Context: an optimization exercise on an open-source flow, tuned for small area. The choices shown serve that exercise and are no tape-out recipe.
The RTL was checked by simulation tests, not by an equivalence proof against the original design.
Power and IR drop assume default switching activity.

### design.v
`timescale 1ns / 1ps
module control_logic(
	input 			i_sysclk, 			 
	input 			i_sysrst, 			 
	output 			o_int_flg,			 
	output 			o_out_pin,			 
	input 			i_bus_select,		 
	input 			i_bus_wr,			 
	input 	[3:0]	i_reg_addr,			 
	input 	[15:0]	i_bus_data,			 
	output 	[15:0]	o_bus_data,			 
	output 			o_bus_ack,			 
	output 			o_prs_en,			 
	output			o_prs_ld,			 
	output	[7:0]	o_prs_ld_data,		 
	input			i_prs_sclk,			 
	input			i_prs_sclk_rise,	 
	input			i_prs_sclk_fall,	 
	output 			o_cnt_en,			 
	output			o_cnt_ld,			 
	output 			o_cnt_clr,			 
	output 	[15:0]	o_cnt_ld_data,		 
	input 	[15:0]	i_cnt_data,			 
	output			o_cap_en,			 
	output			o_cap_clr,			 
	input 			i_cap_ic_flg,		 
	input 	[15:0]	i_cap_cnt_data		 
);
reg 	[15:0] 	TCCR;
parameter		ADDR_TCCR 	= 4'b0001;			
parameter		NORMAL 		= 2'b00;	 
parameter		COMC 		= 2'b01;	 
parameter		COMI 		= 2'b10;	 
parameter		PWM 		= 2'b11;	 
reg 	[15:0] 	TCCR2;
parameter		ADDR_TCCR2 	= 4'b0010;
parameter		OCR_V 		= 4'b0001;	 
parameter		ICR_V 		= 4'b0010;	 
parameter		BIT08		= 4'b0011;	 
parameter		BIT09		= 4'b0100;	 
parameter		BIT10		= 4'b0101;	 
parameter		BIT11		= 4'b0110;	 
parameter		BIT12		= 4'b0111;	 
parameter		BIT13		= 4'b1000;	 
parameter		BIT14		= 4'b1001;	 
parameter		BIT15		= 4'b1010;	 
parameter		ADDR_TCNT 	= 4'b0011;	
reg 	[15:0] 	OCR;
parameter		ADDR_OCR 	= 4'b0100;
parameter		ADDR_ICR 	= 4'b0101;		
reg 	[15:0] 	TCST;
parameter		ADDR_TCST 	= 4'b0110;
parameter 		MAX    = 16'hFFFF;
parameter 		BOTTOM = 16'H0000;
reg 	[15:0] 	ERROR;
reg [15:0] 	r_obus_data;
reg [15:0] 	r_TCNT_data;
reg 		r_ack;
reg 		r_prs_ld_signal_BUS;
reg 		r_cnt_ld_signal_BUS;
reg 		r_cap_clr_BUS;
always @ (posedge i_sysclk)
begin
	if (i_sysrst)
	begin
		r_obus_data 		<= 16'b0;
		r_TCNT_data			<= 16'b0;
		r_ack 				<= 0;
		r_prs_ld_signal_BUS <= 0;
		r_cnt_ld_signal_BUS <= 0;
		r_cap_clr_BUS		<= 0;
		TCCR  		<= 16'b0;
		TCCR2 		<= 16'b0;
		OCR   		<= 16'b0;
		TCST 		<= 16'b0;
		ERROR 		<= 16'b0;
	end 
	else begin
		if (i_bus_select == 1'b1) begin 						 
			if(~i_bus_wr)begin 									 
				r_TCNT_data <= 16'b0; 							 
				case (i_reg_addr)								 
		  			ADDR_TCCR  : r_obus_data <= TCCR;			 
		  			ADDR_TCCR2 : r_obus_data <= TCCR2;			 
		  			ADDR_TCNT  : r_obus_data <= i_cnt_data;		 
		  			ADDR_OCR   : r_obus_data <= OCR;			 
		  			ADDR_ICR   : r_obus_data <= i_cap_cnt_data;	 
		  			ADDR_TCST  : r_obus_data <= TCST;			 
		  			default    : begin 
								 	ERROR  	 <= 16'h0001;		 
								 	r_obus_data <= 16'b0;		 
								 end
				endcase
			end
			else if(i_bus_wr) begin 							 
				r_obus_data <= 16'b0;							 
				case (i_reg_addr)								 
		  			ADDR_TCCR  : TCCR 		 <= i_bus_data;		 
		  			ADDR_TCCR2 : TCCR2 		 <= i_bus_data;		 
		  			ADDR_TCNT  : r_TCNT_data <= i_bus_data;		 
		  			ADDR_OCR   : OCR 		 <= i_bus_data;		 
		  			ADDR_TCST  : TCST 		 <= i_bus_data;		 
		  			default    : begin
		  							ERROR  	 <= 16'h0001;		 
								 	r_obus_data <= 16'b1;		 
								 end
				endcase											 
				if (i_reg_addr == ADDR_TCCR2) 					 
					r_prs_ld_signal_BUS <= 1;					 
				else 											 
					r_prs_ld_signal_BUS <= 0; 					 
				if (i_reg_addr == ADDR_TCNT) 					 
					r_cnt_ld_signal_BUS <= 1;					 
				else 											 
					r_cnt_ld_signal_BUS <= 0;					 
				if (i_reg_addr == ADDR_TCST) 					 
					r_cap_clr_BUS <= (~(i_bus_data[4])); 		 
				else 											 
					r_cap_clr_BUS <= 0;							 
			end
			if (   (i_reg_addr == ADDR_TCCR )					 
				|| (i_reg_addr == ADDR_TCCR2)
				|| (i_reg_addr == ADDR_TCNT )
				|| (i_reg_addr == ADDR_OCR  )
				|| (i_reg_addr == ADDR_ICR  )
				|| (i_reg_addr == ADDR_TCST ))
				r_ack <= 1;										 
			else 
			begin
				r_ack <= 0;
				ERROR <= 16'b0;
			end
		end
		else begin 												 
			r_TCNT_data			<= 16'b0;
			r_obus_data 		<= 16'b0;						 
			r_ack 				<= 0;							 
			r_prs_ld_signal_BUS <= 0;							 
			r_cnt_ld_signal_BUS <= 0;							 
			r_cap_clr_BUS 		<= 0;							 
		end
		if (~(i_bus_select & i_bus_wr & (i_reg_addr == ADDR_TCST))) begin
			TCST <= {10'b0,	
					((|i_cap_cnt_data) & (~r_cap_clr_BUS)) ? 1'b1 : 1'b0,		 
					(TCCR[12] & (w_CIC_CMP_FLG || w_CNT_OVF_FLG))? 1'b1 : TCST[4],
					(TCCR[1] & TCCR[5] &   i_cap_ic_flg) ? 1'b1 : TCST[3],		 
					(TCCR[1] & TCCR[4] &  w_PWM_CMP_FLG) ? 1'b1 : TCST[2],		 
					(TCCR[1] & TCCR[3] &  w_CIC_CMP_FLG) ? 1'b1 : TCST[1], 		 
					(TCCR[1] & TCCR[2] &  w_CNT_OVF_FLG) ? 1'b1 : TCST[0]};		 
		end
	end
end
assign o_bus_data =  r_obus_data;
assign o_bus_ack  =  (r_ack) ? 1'b1 : 1'b0;
reg [15:0] TOP;			 
always @(posedge i_sysclk) 
begin
	if (i_sysrst)
		TOP <= MAX;								 
	else 
	begin
		case (TCCR2[11:8])						 
		  	OCR_V 	: TOP <= OCR;
			ICR_V 	: TOP <= i_cap_cnt_data;
		  	BIT08  	: TOP <= 16'h00FF;
		  	BIT09  	: TOP <= 16'h01FF;
		  	BIT10  	: TOP <= 16'h03FF;
		  	BIT11  	: TOP <= 16'h07FF;
		  	BIT12  	: TOP <= 16'h0FFF;
		  	BIT13  	: TOP <= 16'h1FFF;
		  	BIT14  	: TOP <= 16'h3FFF;
		  	BIT15  	: TOP <= 16'h7FFF;
		  	default : TOP <= MAX;
		endcase
	end
end
reg [15:0] COMPARE_PWM;
always @(posedge i_sysclk) 
begin
	if (i_sysrst)
		COMPARE_PWM <= MAX;						 
	else 
	begin
		case (TCCR2[15:12])						 
		  	OCR_V 	: COMPARE_PWM <= OCR;
		  	ICR_V 	: COMPARE_PWM <= i_cap_cnt_data;
		  	BIT08  	: COMPARE_PWM <= 16'h00FF;
		  	BIT09  	: COMPARE_PWM <= 16'h01FF;
		  	BIT10  	: COMPARE_PWM <= 16'h03FF;
		  	BIT11  	: COMPARE_PWM <= 16'h07FF;
		  	BIT12  	: COMPARE_PWM <= 16'h0FFF;
		  	BIT13  	: COMPARE_PWM <= 16'h1FFF;
		  	BIT14  	: COMPARE_PWM <= 16'h3FFF;
		  	BIT15  	: COMPARE_PWM <= 16'h7FFF;
		  	default : COMPARE_PWM <= MAX;
		endcase
	end
end
reg  r_output;
reg  r_cnt_clr_WF;
reg  r_cap_clr_WF;
reg  r_CIC_CMP_FLG;
reg  r_PWM_CMP_FLG;
wire w_CNT_OVF_FLG;
wire w_CIC_CMP_FLG;
wire w_PWM_CMP_FLG;
always @(posedge i_sysclk) 
begin
	if (i_sysrst)
	begin 
		r_output 		<= 0;
		r_CIC_CMP_FLG 	<= 0;
		r_PWM_CMP_FLG 	<= 0;
		r_cnt_clr_WF 	<= 0;
		r_cap_clr_WF 	<= 0;
	end
	else
	begin
		if (TCCR[0] && (TCCR[6] || TCCR[7])) 				 
		begin
			case (TCCR[9:8])								 
			  	NORMAL 	: begin 							 
			  				r_cnt_clr_WF  <= 0;				 
			  				r_cap_clr_WF  <= 0;				 
			  				if((i_cnt_data == MAX)  		 
			  					&& i_prs_sclk_rise) 		 
			  					r_output  <= 1; 			 
			  				else 							
			  					r_output  <= 0;				 
			  			  end
			  	COMC 	: begin 							 
			  				r_cap_clr_WF  <= 0;				 
			  				if(i_cnt_data == TOP) 			 
			  				begin
			  					r_CIC_CMP_FLG <= 1; 		 
			  					r_cnt_clr_WF  <= 1;			 
			  					if (i_prs_sclk_rise)		 
			  						r_output <= ~r_output; 	 
			  				end
			  				else
			  				begin 							
			  					r_CIC_CMP_FLG <= 0;			 
			  			  		r_cnt_clr_WF  <= 0;			 
			  			  	end
			  			  end
			  	COMI 	: begin 							 
			  				r_cnt_clr_WF  <= 0;				 
			  				if((i_cap_cnt_data == TOP) 		 
			  				  && (~r_cap_clr_WF))
			  				begin
			  					r_CIC_CMP_FLG <= 1; 		 
			  					r_cap_clr_WF  <= 1;			 
			  				end
			  				else 							
			  				begin 								
			  					r_CIC_CMP_FLG <= 0;			 
			  			  		r_cap_clr_WF  <= 0;			 
			  			  		if(r_cap_clr_WF)
			  			  			r_output <= ~r_output; 		 
			  			  	end
			  			  end
			  	PWM 	: begin 							 
			  				if(i_cnt_data == TOP) 			 
			  				begin
			  					r_CIC_CMP_FLG <= 1; 		 
			  					r_cnt_clr_WF  <= 1;			 
			  				end
			  				else
			  				begin 							
			  					r_CIC_CMP_FLG <= 0;			 
			  			  		r_cnt_clr_WF  <= 0;			 
			  			  	end
			  				if((i_cap_cnt_data == TOP)
			  					&& (~r_cap_clr_WF))   		 
			  				begin
			  					r_cap_clr_WF  <= 1;			 
			  				end
			  				else 							
			  				begin 								
			  			  		r_cap_clr_WF  <= 0;			 
			  			  	end
			  				if (((i_cnt_data < COMPARE_PWM)
			  				 	|| ((i_cnt_data == COMPARE_PWM)
			  					&& (~i_prs_sclk_rise)))
			  					|| ((i_cnt_data == TOP)
			  					&& (i_prs_sclk_rise)))		 
			  					r_output <= 1; 				 
			  				else 							
			  					r_output <= 0; 				 
			  				if(i_cnt_data == COMPARE_PWM)	 
			  					r_PWM_CMP_FLG <= 1; 		 
			  				else 							
			  					r_PWM_CMP_FLG <= 0; 		 
			  			  end
			endcase
			if (~TCCR[10]) 									 
				r_output <= 0; 								 
		end
	end
end
assign o_out_pin = ( (TCCR[10] && r_output) ^ TCCR[11]);	 
reg r_CNT_OVF;
always @(posedge i_sysclk) 
begin
	if (i_sysrst) begin
		r_CNT_OVF <= 0;
	end
	else
	begin 
		if(i_cnt_data == MAX) 								 
			r_CNT_OVF <= 1; 								 
		else
			r_CNT_OVF <= 0;									 
	end
end
assign w_CNT_OVF_FLG = (r_CNT_OVF && i_prs_sclk_rise);		 
assign w_CIC_CMP_FLG =   (TCCR[9:8] == NORMAL) ? 1'b0 : 
						((TCCR[9:8] == COMC) 				 
					   ||(TCCR[9:8] == PWM))  ? (r_CIC_CMP_FLG && i_prs_sclk_rise) :
						(TCCR[9:8] == COMI)   ? (r_CIC_CMP_FLG && r_cap_clr_WF): 1'b0;
assign w_PWM_CMP_FLG = (r_PWM_CMP_FLG && (i_prs_sclk_rise)); 
assign o_int_flg = (|(TCST[3:0]));							 
wire w_prs_block;
assign w_prs_block = (TCST[4] && (TCCR[9:8] != COMI));
assign o_prs_ld = r_prs_ld_signal_BUS;						 
assign o_prs_ld_data = (r_prs_ld_signal_BUS) 				 
					  ? TCCR2[7:0]: 8'b0;					 
assign o_prs_en = (TCCR[0] 									 
				&& TCCR[6] 									 
				&& (~r_prs_ld_signal_BUS)
				&& (~w_prs_block)); 	  			 
wire w_cap_clr;
wire w_cap_block;
assign w_cap_block = (TCST[4] && (TCCR[9:8] == COMI));
assign w_cap_clr = (r_cap_clr_BUS || r_cap_clr_WF); 		 
assign o_cap_en  =  (	TCCR[0] && 	TCCR[7] && 	(~w_cap_clr)
						&& (~w_cap_block));							 
assign o_cap_clr = w_cap_clr;								 
wire w_cnt_block;
assign w_cnt_block = (TCST[4] && (TCCR[9:8] != COMI));
assign o_cnt_en  = 	 (TCCR[0] && TCCR[6]  						 
					  && i_prs_sclk_rise  
					  && (~r_cnt_ld_signal_BUS)
					  && (~w_cnt_block));
assign o_cnt_ld  	 = (r_cnt_ld_signal_BUS);						
assign o_cnt_ld_data = (r_cnt_ld_signal_BUS) 
					  ? r_TCNT_data : 16'b0;
assign o_cnt_clr = (r_cnt_clr_WF && i_prs_sclk_rise);						  								
endmodule
`timescale 1ns / 1ps
module prescaler(
	input 			i_sysclk, 		 
	input 			i_sysrst, 		 
	input 			i_module_en, 	 
	input			i_ld, 			 
	input 	[7:0] 	i_ld_data, 		 
	output 			o_sclk, 		 
	output 			o_sclk_rise, 	 
	output 			o_sclk_fall 	 
);
reg [7:0] r_div_value;
always @(posedge i_sysclk) 
begin
	if (i_sysrst) begin
		r_div_value <= 8'b0;
	end
	else if (i_ld) begin
		r_div_value <= i_ld_data;
	end
end
reg [7:0] r_cntr;
always @ (posedge i_sysclk)
begin
	if (i_sysrst)
		r_cntr <= 8'b0;
	else if(i_module_en) begin
		if(r_cntr == r_div_value)		
			r_cntr <= 8'b0;
		else	
			r_cntr <= r_cntr + 1'b1;
	end
end
reg r_sclk;
always @ (posedge i_sysclk)
begin
	if (i_sysrst)
		r_sclk <= 1'b0;
	else if(~i_module_en)
		r_sclk <= 1'b0;
	else if(r_cntr == r_div_value)
		r_sclk <= ~r_sclk;
end
assign o_sclk 	   = ( r_sclk  &   i_module_en);  				
assign o_sclk_rise = (~r_sclk) & (r_cntr == r_div_value) & (i_module_en);
assign o_sclk_fall = ( r_sclk) & (r_cntr == r_div_value) & (i_module_en);
endmodule
`timescale 1ns / 1ps
module counter(	
	input			i_sysclk,		 
	input			i_sysrst,		 
	input			i_ld,			 
	input	[15:0]	i_ld_data,		 
	input			i_clr,			 
	input			i_cnt_en,		 
	output 	[15:0]	o_cnt_data		 
);
reg [15:0] 	r_cnt;
always @ (posedge i_sysclk)
begin
	if(i_sysrst)						 
		r_cnt <= 16'h0;
	else 
	begin
		if(i_ld)						 
			r_cnt <= i_ld_data;
		else if(i_clr)					 
			r_cnt <= 16'h0;
		else if(i_cnt_en)				 
			r_cnt <= r_cnt + 1'b1;
	end
end
assign o_cnt_data = r_cnt;
endmodule
`timescale 1ns / 1ps
module input_capture(	
	input			i_sysclk,		 
	input			i_sysrst,		 
	input 			i_cap_pin,		 
	input			i_clr,			 
	input			i_cnt_en,		 
	output			o_ic_flg,		 
	output 	[15:0]	o_cnt_data 		 
);
reg 		r_icap_0;
reg 		r_icap_1;
reg 		r_icap_2;
wire		w_cap_rise;
wire 		w_cap_fall;
always @ (posedge i_sysclk)
begin
	if (i_sysrst)
	begin
		r_icap_0 	<= 1'b0;
		r_icap_1 	<= 1'b0;
		r_icap_2 	<= 1'b0;
	end
	else if (i_cnt_en)
	begin
		r_icap_0 <= i_cap_pin;
		r_icap_1 <= r_icap_0;
		r_icap_2 <= r_icap_1;
	end
	else 
	begin
		r_icap_0 	<= 1'b0;
		r_icap_1 	<= 1'b0;
		r_icap_2 	<= 1'b0;
	end
end
assign w_cap_rise = ((~r_icap_2) & r_icap_1);
reg [15:0] 	r_cnt;
reg 		r_ic_flg;
always @ (posedge i_sysclk)
begin
	if(i_sysrst)begin							 
		r_cnt <= 16'h0;
		r_ic_flg <= 0;
	end
	else 
	begin
		if(i_clr)								 
			r_cnt <= 16'h0;
		else if(i_cnt_en)						 
		begin
			if (w_cap_rise) begin
				r_cnt <= r_cnt + 1'b1;		 
				r_ic_flg <= 1;
			end
			else r_ic_flg <= 0;	
		end
	end
end
assign o_ic_flg = r_ic_flg;
assign o_cnt_data = r_cnt;
endmodule
`timescale 1ns / 1ps
module counter_if(	
	input			i_sysclk,		 
	input 			i_sysrst,		 
	input 	 		i_cap_pin,		 
	output 			o_out_pin,		 
	output 			o_int_flg,		 
	input 			i_bus_select,	 
	input 			i_bus_wr,		 
	input 	[3:0]	i_reg_addr,		 
	input 	[15:0]	i_bus_data,		 
	output 	[15:0]	o_bus_data,		 
	output 			o_bus_ack		 
);
wire 		prs_en;
wire 		prs_ld;
wire [7:0]	prs_ld_data;
wire 		prs_sclk;
wire 		prs_sclk_rise;
wire 		prs_sclk_fall;
wire 		cnt_en;
wire 		cnt_ld;
wire 		cnt_clr;
wire [15:0] cnt_ld_data;
wire [15:0] cnt_data;
wire 		cap_en;
wire 		cap_clr;
wire 		cap_ic_flg;
wire [15:0] cap_cnt_data;
control_logic control_logic(
	.i_sysclk(i_sysclk), 			
    .i_sysrst(i_sysrst),			
	.o_int_flg(o_int_flg),
	.o_out_pin(o_out_pin),
	.i_bus_select(i_bus_select),
	.i_bus_wr(i_bus_wr),
	.i_reg_addr(i_reg_addr),
	.i_bus_data(i_bus_data),
	.o_bus_data(o_bus_data),
	.o_bus_ack(o_bus_ack),
	.o_prs_en(prs_en),
	.o_prs_ld(prs_ld),
	.o_prs_ld_data(prs_ld_data),
	.i_prs_sclk(prs_sclk),
	.i_prs_sclk_rise(prs_sclk_rise),
	.i_prs_sclk_fall(prs_sclk_fall),
	.o_cnt_en(cnt_en),
	.o_cnt_ld(cnt_ld),
	.o_cnt_clr(cnt_clr),
	.o_cnt_ld_data(cnt_ld_data),
	.i_cnt_data(cnt_data),
	.o_cap_en(cap_en),
	.o_cap_clr(cap_clr),
	.i_cap_ic_flg(cap_ic_flg),
	.i_cap_cnt_data(cap_cnt_data)
);
prescaler prescaler(
	.i_sysclk(i_sysclk), 			
    .i_sysrst(i_sysrst),			
	.i_module_en(prs_en),				
	.i_ld(prs_ld),					
	.i_ld_data(prs_ld_data), 		
	.o_sclk(prs_sclk), 				
	.o_sclk_rise(prs_sclk_rise), 	
	.o_sclk_fall(prs_sclk_fall)		
);
counter counter(	
	.i_sysclk(i_sysclk),			
	.i_sysrst(i_sysrst),			
	.i_cnt_en(cnt_en),						
	.i_ld(cnt_ld),								
	.i_clr(cnt_clr),				
	.i_ld_data(cnt_ld_data),			
	.o_cnt_data(cnt_data)				
);
input_capture input_capture(
	.i_sysclk(i_sysclk),			
	.i_sysrst(i_sysrst),			
	.i_cap_pin(i_cap_pin),					
	.i_clr(cap_clr),				
	.i_cnt_en(cap_en),					
	.o_ic_flg(cap_ic_flg),			
	.o_cnt_data(cap_cnt_data)			
);
endmodule
### run.sh
#!/bin/bash
# synth_recipe.tcl (not shown) runs the flow's synth.tcl, then flattens the netlist and writes it again
# the make line also repeats each setting of config.mk as NAME=value (left out here)
make -C /OpenROAD-flow-scripts/flow DESIGN_CONFIG=/design/flow/config.mk WORK_HOME=/design/flow/orfs CLKGATE_MAP_FILE= SYNTH_SCRIPT=/design/flow/synth_recipe.tcl finish
### config.mk
export PLATFORM = sky130hd
export DESIGN_NAME = counter_if
export DESIGN_NICKNAME = counter_if
export VERILOG_FILES = /design/flow/design.v
export SDC_FILE = /design/flow/constraint.sdc
export NUM_CORES = 4
export LEC_CHECK = 0
export CAP_MARGIN = 20
export CORE_MARGIN = 2
export CORE_UTILIZATION = 40
export SLEW_MARGIN = 20
### constraint.sdc
create_clock -name core_clock -period 5.0 [get_ports {i_sysclk}]
set_input_delay 1.0000 -clock core_clock [delete_from_list [all_inputs] [get_ports {i_sysclk}]]
set_output_delay 1.0000 -clock core_clock [all_outputs]
set_load 0.01 [all_outputs]
==> impl_metrics.py <==
metrics = {
    "sta": {
        "rsz0062_at_grt": "no",
        "tightestPinTransition_ps": 1080,
        "max_slew_margin": 0.279,
        "skew_ps": 14.8,
        "max_freq_ghz": 0.310,
        "fin_crit_sh": 0.646,
        "finalMaxSlewViolations": 0,
        "setup_tns_ps": 0,
        "setup_viol": 0,
        "holdWs_ps": 436,
        "setup_ws_ps": 1770,
        "post-route-min-period_ps": 3230,
        "hold_violations": 0,
    },
    "logic_synthesis": {
        "yosysMostFrequentCell": "dfxtp_1",
        "syn_avg_cell_area_um2": 8.13,
        "netlist_area_um2": 9030,
        "synthCells": 1111,
        "ys_types": 56,
        "synth-edff-count": 0,
        "synth_ff_type": "dfxtp_1",
        "yosys_warnings": 4,
        "synth_top_area_share": 0.423,
        "synth_nets": 1160,
        "ys_ff_latch": 191,
        "synth.largest_area_cell": "dfxtp_1",
        "seq_area_frac_synth": 0.423,
        "async_reset_ff_frac": 0,
        "synth_common_cells": "dfxtp_1, nand2_1, a21oi_1",
        "ys_top_cells_by_area": "dfxtp_1, nand2_1, a21oi_1",
    },
    "cells_and_area": {
        "final-instance-count-excl-fill": 1393,
        "n_fill_cell": 2196,
        "nets": 1149,
        "register_area_um2": 3820,
        "utilization": 0.462,
        "multi_input_area_um2": 4720,
        "drive_gt1_frac": 0.0476,
        "syn2layout_area_growth_pct": 12.3,
        "antenna_cells": 0,
    },
    "critical_path": {
        "worstPathCellList": "clkdlybuf4s50_1 -> nand3b_1 -> nor2_1 -> a22oi_1 -> o21ai_0",
        "worstPathRequired_ps": 5350,
        "crit_fanout": 17,
        "arrival_ps": 3580,
        "cp_top_family": "simple AND/OR/NAND/NOR gates",
        "path_class": "input pin to register",
        "crit_buf_inv": 1,
        "start_kind": "input pin",
        "reg2reg_slack_ps": 1900,
        "critical_path.endpoint_type": "register",
        "cp_slowest_stage_delay_ps": 920,
        "worst_path_max_delay_cell": "nor2_1",
    },
    "power_and_ir_drop": {
        "pwr-share-seq": 0.512,
        "swShare": 0.252,
        "p_comb_frac": 0.040,
        "vdd_drop_max_mv": 0.212,
        "net-switching-power_w": 0.000761,
        "internal_power_w": 0.00225,
        "power.leakage_nw": 3.54,
        "power_density_nw_per_um2": 297,
        "p_clk_frac": 0.449,
    },
    "min_path": {
        "hold_path.class": "register to register",
    },
    "detailed_routing": {
        "vias": 8050,
        "wl_met3_um": 2120,
        "drtAntennaViolNets": 0,
        "top_layer_used": "met4",
        "drcViolationCount": 0,
        "dr_wl_met2_um": 12700,
        "drtIter0Drc": 713,
        "viasPerCell": 5.78,
        "wire_per_inst_um": 20.4,
        "firstDrtPassIters": 6,
        "finalWirelength_um": 28400,
        "met1Wirelength_um": 13100,
    },
    "floorplan": {
        "die_h_um": 154,
        "start_util": 0.411,
        "row_count": 54,
        "dieArea_um2": 23800,
        "ios": 44,
        "die_w_um": 154,
        "core_um2": 22000,
    },
    "grt": {
        "gr-total-overflow": 0,
        "grtUsageTotal": 0.240,
        "grt_max_degree": 50,
        "antenna_found_initial": 0,
        "grt_pass1_wl_um": 44000,
        "grt_pass1_vias": 7504,
    },
    "placement": {
        "dpl.hpwl_um": 20000,
        "place_congestion": 0.953,
        "io_buffers": 43,
        "dp_cells": 1361,
        "pre_cts_ws_ps": 1430,
    },
    "cts": {
        "cts_tree": "built",
        "cts_hold_buf": 0,
        "worstSkewPairLatency_ps": 440,
        "numClockSinks": 191,
        "cts_resized": 0,
        "postCtsSetupBuffers": 0,
        "cts_max_level": 4,
        "cts_inserted_buffers": 17,
        "root_buffer": "clkbuf_16",
        "cts_buffer_depth": 2,
        "clk_pin_slew_ps": 80,
    },
    "run_status": {
        "status": "complete, no violations",
    },
    "run": {
        "maxCapViolCount": 0,
    },
}
[placed cells by master (no fill, tap or decap), types with 6 or more instances in the layout]
| cell | instances |
|---|---|
| a211oi_1 | 8 |
| a21oi_1 | 113 |
| a221o_1 | 8 |
| a22oi_1 | 48 |
| a31oi_1 | 21 |
| and2_1 | 16 |
| and3_1 | 14 |
| buf_4 | 10 |
| clkbuf_16 | 17 |
| clkdlybuf4s50_1 | 42 |
| dfxtp_1 | 190 |
| ha_1 | 24 |
| inv_1 | 43 |
| inv_8 | 6 |
| mux2i_1 | 16 |
| nand2_1 | 169 |
| nand2b_1 | 11 |
| nand3_1 | 25 |
| nand4_1 | 19 |
| nor2_1 | 82 |
| nor2b_1 | 14 |
| nor3_1 | 23 |
| nor4_1 | 7 |
| o21ai_0 | 36 |
| o22ai_1 | 8 |
| xnor2_1 | 43 |
| xor2_1 | 21 |
[final timing paths]
check,start,end,cells after the start
worst max-delay path,i_bus_wr,control_logic.TCST[4]$_SDFFE_PP0P_,5
worst min-delay path,input_capture.r_icap_0$_SDFF_PP0_,input_capture.r_icap_1$_SDFF_PP0_,1
worst max register to register,control_logic.TCCR[9]$_SDFFE_PP0P_,counter.r_cnt[9]$_SDFFE_PP0P_,8
worst min register to register,input_capture.r_icap_0$_SDFF_PP0_,input_capture.r_icap_1$_SDFF_PP0_,1
[state kept, by name (all words and copies together), names as in the netlist, 8 cells and up]
name,flops
control_logic.COMPARE_PWM,16
prescaler.r_cntr,8
prescaler.r_div_value,8
control_logic.TOP,16
control_logic.TCCR,16
control_logic.TCCR2,16
control_logic.r_TCNT_data,16
counter.r_cnt,16
control_logic.r_obus_data,16
input_capture.r_cnt,16
control_logic.TCST,16
control_logic.OCR,16
[kinds of logic after synthesis]
family / count (synthesis) / share of synthesized area
buffers and inverters: 126 / 0.0536
xor gates and xnor gates: 64 / 0.0621
DFF: 191 / 0.423
AOI/OAI and AO/OA: 275 / 0.189
muxes: 16 / 0.0177
and+or+nand+nor: 415 / 0.221
adders and majority gates: 24 / 0.0333
[layout make-up]
type,count,share of cell area
Multi-Input combinational cell,794,0.466
Tap cell,280,0.0345
Sequential cell,191,0.377
Clock buffer,19,0.0437
Inverter,44,0.0163
Clock inverter,13,0.0138
Timing Repair Buffer,52,0.0489
[power by group through the flow]
stage               sequential, W  combinational, W  clock [W]
floorplan                 0.00157         0.0000633          0
global placement          0.00158          0.000117          0
detailed placement        0.00158          0.000117          0
CTS                       0.00154          0.000118    0.00137
global route              0.00154          0.000128    0.00144
finish                    0.00154          0.000119    0.00135
[through the flow]
step | area [um^2] | power [W]
6_report | 10100 | 0.00301
4_1_cts | 10100 | 0.00303
2_1_floorplan | 9030 | 0.00163
5_1_grt | 10100 | 0.00311
3_5_place_dp | 9560 | 0.00169
3_3_place_gp | 9560 | 0.00169
[worst reg2reg max path, cell delays in order, from the launching register on]
cell      delay, ps
dfxtp_1         490
ha_1            370
nor2b_1         120
nor3_4          430
and4b_1         690
nand2b_1        360
o31ai_1         340
nor2_1           70
nor3_1          150
[routing by layer]
metal / GRT usage / vias to the layer above
li1: - / 3857
met1: 0.346 / 3826
met2: 0.372 / 335
met3: 0.0460 / 32
met4: 0.0604 / 0
met5: 0 / -

[separate check: timing with driven ports]
In the flow no input, the clock included, has a driving cell. The finished layout below was timed again as built, in two steps.
Step 1, drivers: a clkbuf_16 drives i_sysclk and a buf_2 each remaining input, both assumed.
Step 2 times the ports against the registers' clock, not the clock port: input delays grow and output delays shrink by t, the midpoint of the rising clock arrivals with the driver on.
Slacks: ideal / step 1 / step 2; pairs: ideal / step 1.
t (ns): 0.470
setup WS [ns]: 1.770 / 1.786 / 1.317
worst hold slack (ns): 0.436 / 0.436 / 0.436
worst register clock-pin slew, ns: 0.08 / 0.08
worst data-port slew with drivers (ns): 0.05
After both steps this run still meets setup and hold. The setup slack of this run moves by +0.016 ns with the drivers and by -0.453 ns with both steps.
